What follows belongs to an exercise in optimizing a design on an open flow for small area; a production flow would make more cautious choices.
The RTL was checked by simulation tests, not by an equivalence proof against the original design.
The clock port is modelled as an ideal driver, which makes a skipped or thinned clock tree look cheaper than it is; a real chip needs a root buffer or a tree.
Power figures rest on the tool's default switching activity, not on a simulated workload.

## the baseline
// DigitalSystemDesigning
module DigitalSystemDesigning(
	clk,
	rst,
	sw,
	state_in,
	row,
	col_r,
	col_g,
	seg_row,
	seg_col
);
Size: ~470 cells after synthesis, ~72 flip-flops, about 47 I/O pins.
export LEC_CHECK = 0
export CAP_MARGIN = 20
export CORE_MARGIN = 2
export CORE_UTILIZATION = 70
export PLACE_DENSITY = 0.75
export SLEW_MARGIN = 20
create_clock -name core_clock -period 5.0 [get_ports {clk}]
standard.sh (not shown) runs the stock make flow with config.mk's settings and CLKGATE_MAP_FILE= SYNTH_SCRIPT=/design/flow/synth_recipe.tcl, a recipe that flattens the netlist after the stock synthesis.
==> flow/flow/run.sh <==
#!/bin/bash
# Layout flow: the standard ORFS flow (standard.sh) run with a private copy
# of the ORFS scripts folder in which two files are replaced:
#  - abc_area.script (selected by ABC_AREA=1): an area-oriented ABC script for
#    the combinational logic; adders are also left to ABC (ADDER_MAP_FILE
#    empty). Registers are mapped as in the standard synthesis and keep its
#    cell types and names.
#  - cts.tcl: in place of TritonCTS's H-tree, the clock port drives four
#    clkbuf_8 buffers, each driving the registers of one quarter of them
#    (split at the median x, then at the median y), placed at their centre.
#    The rest of the step (timing repair, detailed placement) is unchanged.
# Ports are buffered with buf_1 cells, and the tie cells are not split per port.
# The output of each tool goes to standard.log and ORFS's logs under orfs/logs.
set -euo pipefail
W=$(pwd)
rm -rf "$W/scripts"
cp -r "$FLOW_HOME/scripts" "$W/scripts"
cp "$W/flow/abc_area.script" "$W/scripts/abc_area.script"
cp "$W/flow/cts.tcl" "$W/scripts/cts.tcl"
export SCRIPTS_DIR="$W/scripts"
export ABC_AREA=1
export ADDER_MAP_FILE=
export BUFFER_PORTS_ARGS="-buffer_cell sky130_fd_sc_hd__buf_1"
export FLOW_CLOCK_BUF=sky130_fd_sc_hd__clkbuf_8
export FLOW_CLOCK_GROUPS=4
export SKIP_REPAIR_TIE_FANOUT=1
bash standard.sh > standard.log 2>&1
Other scripts of this flow, unchanged in this note and not shown: flow/flow/abc_area.script, flow/flow/cts.tcl
For the candidate, these inputs were changed with respect to the baseline:
--- a/flow/design.v
+++ b/flow/design.v
@@ -106,35 +106,34 @@
 	always@(posedge clk)
 		on_d <= y_0 || (on_d && !b1_0);
 	wire[3:0] ns = sw ? state_in : 4'b1111;
 	reg[2:0] cur;
 	reg[1:0] prev;
 	reg pend;
-	localparam T10 = 4'b0010;
 	reg[3:0] c10l;
 	reg[3:0] c10r;
 	reg[2:0] c5s;
 	always@(posedge clk)
 		if(rst)
 			c10l <= 0;
 		else if(tick_1Hz)
 			begin
 				if(!pend)
 					c10l <= 0;
 				else if(prev == P_L)
-					c10l <= (c10l == T10) ? 4'd0 : {c10l[2:0], !(c10l[3] ^ c10l[2])};
+					c10l <= (c10l == 4'd10) ? 4'd0 : c10l + 1'b1;
 			end
 	always@(posedge clk)
 		if(rst)
 			c10r <= 0;
 		else if(tick_1Hz)
 			begin
 				if(!pend)
 					c10r <= 0;
 				else if(prev == P_R)
-					c10r <= (c10r == T10) ? 4'd0 : {c10r[2:0], !(c10r[3] ^ c10r[2])};
+					c10r <= (c10r == 4'd10) ? 4'd0 : c10r + 1'b1;
 			end
 	always@(posedge clk)
 		if(rst)
 			c5s <= 0;
 		else if(tick_1Hz)
 			begin
@@ -143,14 +142,14 @@
 				else if(prev == P_S)
 					c5s <= {c5s[1:0], !c5s[2]};
 			end
 	reg keep;
 	always@(*)
 		case(prev)
-			P_L: keep = pend && (c10l != T10);
-			P_R: keep = pend && (c10r != T10);
+			P_L: keep = pend && (c10l != 4'd10);
+			P_R: keep = pend && (c10r != 4'd10);
 			P_S: keep = pend && (c5s != 3'b100);
 			default: keep = 1'b0;
 		endcase
 	reg[1:0] m;
 	localparam M_GO = 2'd0, M_OFF = 2'd1, M_ACT = 2'd2;
 	always@(posedge clk)
--- outcome ---
- More vias were needed by the candidate than by the baseline.
- Taking the baseline as the reference point, the proportion of power drawn by the clock network of the candidate falls by 0.4 points.
- Of the candidate and the baseline, it is the candidate that has the lower combinational power share.
- Summary — time the final worst path needs with I/O delays and setup, the candidate relative to the baseline: higher, by 0.032 ns.
- Delta (the candidate minus the baseline): part of the power in registers moved up, worst stage delay on the critical path went up, overall routed net length grew by 0.62%, total routing resource utilization after global routing saw an increase.
- The placed instance count in the candidate sits 3 above the value recorded for the baseline.
- The candidate vs the baseline: global-route wire length before repair up
- The baseline and the candidate ended up with roughly the same layout overhead on the synthesized area.
- The baseline consumes more power than the candidate.
- Compared the candidate vs the baseline, and final weighted congestion of routability-driven global placement is down in the candidate.
No run of this note takes its clock network from TritonCTS; it comes from the design's own scripts or RTL.

==> separate check: timing with driven ports <==
Ports are ideal in the flow. The routed layouts listed here were re-timed in OpenROAD.
Step 1 (the two cells are an assumption about what drives the block):
set clk [get_ports {clk}]
set_driving_cell -lib_cell sky130_fd_sc_hd__clkbuf_16 $clk
set_driving_cell -lib_cell sky130_fd_sc_hd__buf_2 [delete_from_list [all_inputs] $clk]
Step 2 moves the port delays by t, midway between the first and last clock arrival at a register: inputs arrive t later, outputs are due t later. That takes back most of the time a late clock gives input paths.
a / b / c = no drivers / after step 1 / after step 2; a / b = the first two.
| run | t (ns) | setup slack, ns | worst hold slack (ns) | worst setup path after step 2 |
|---|---|---|---|---|
| the baseline | 0.212 | 1.626 / 1.573 / 1.785 | 0.447 / 0.447 / 0.447 | register to output |
| the candidate | 0.212 | 1.594 / 1.539 / 1.751 | 0.444 / 0.444 / 0.444 | register to output |
After both steps setup and hold are still met in every run listed.
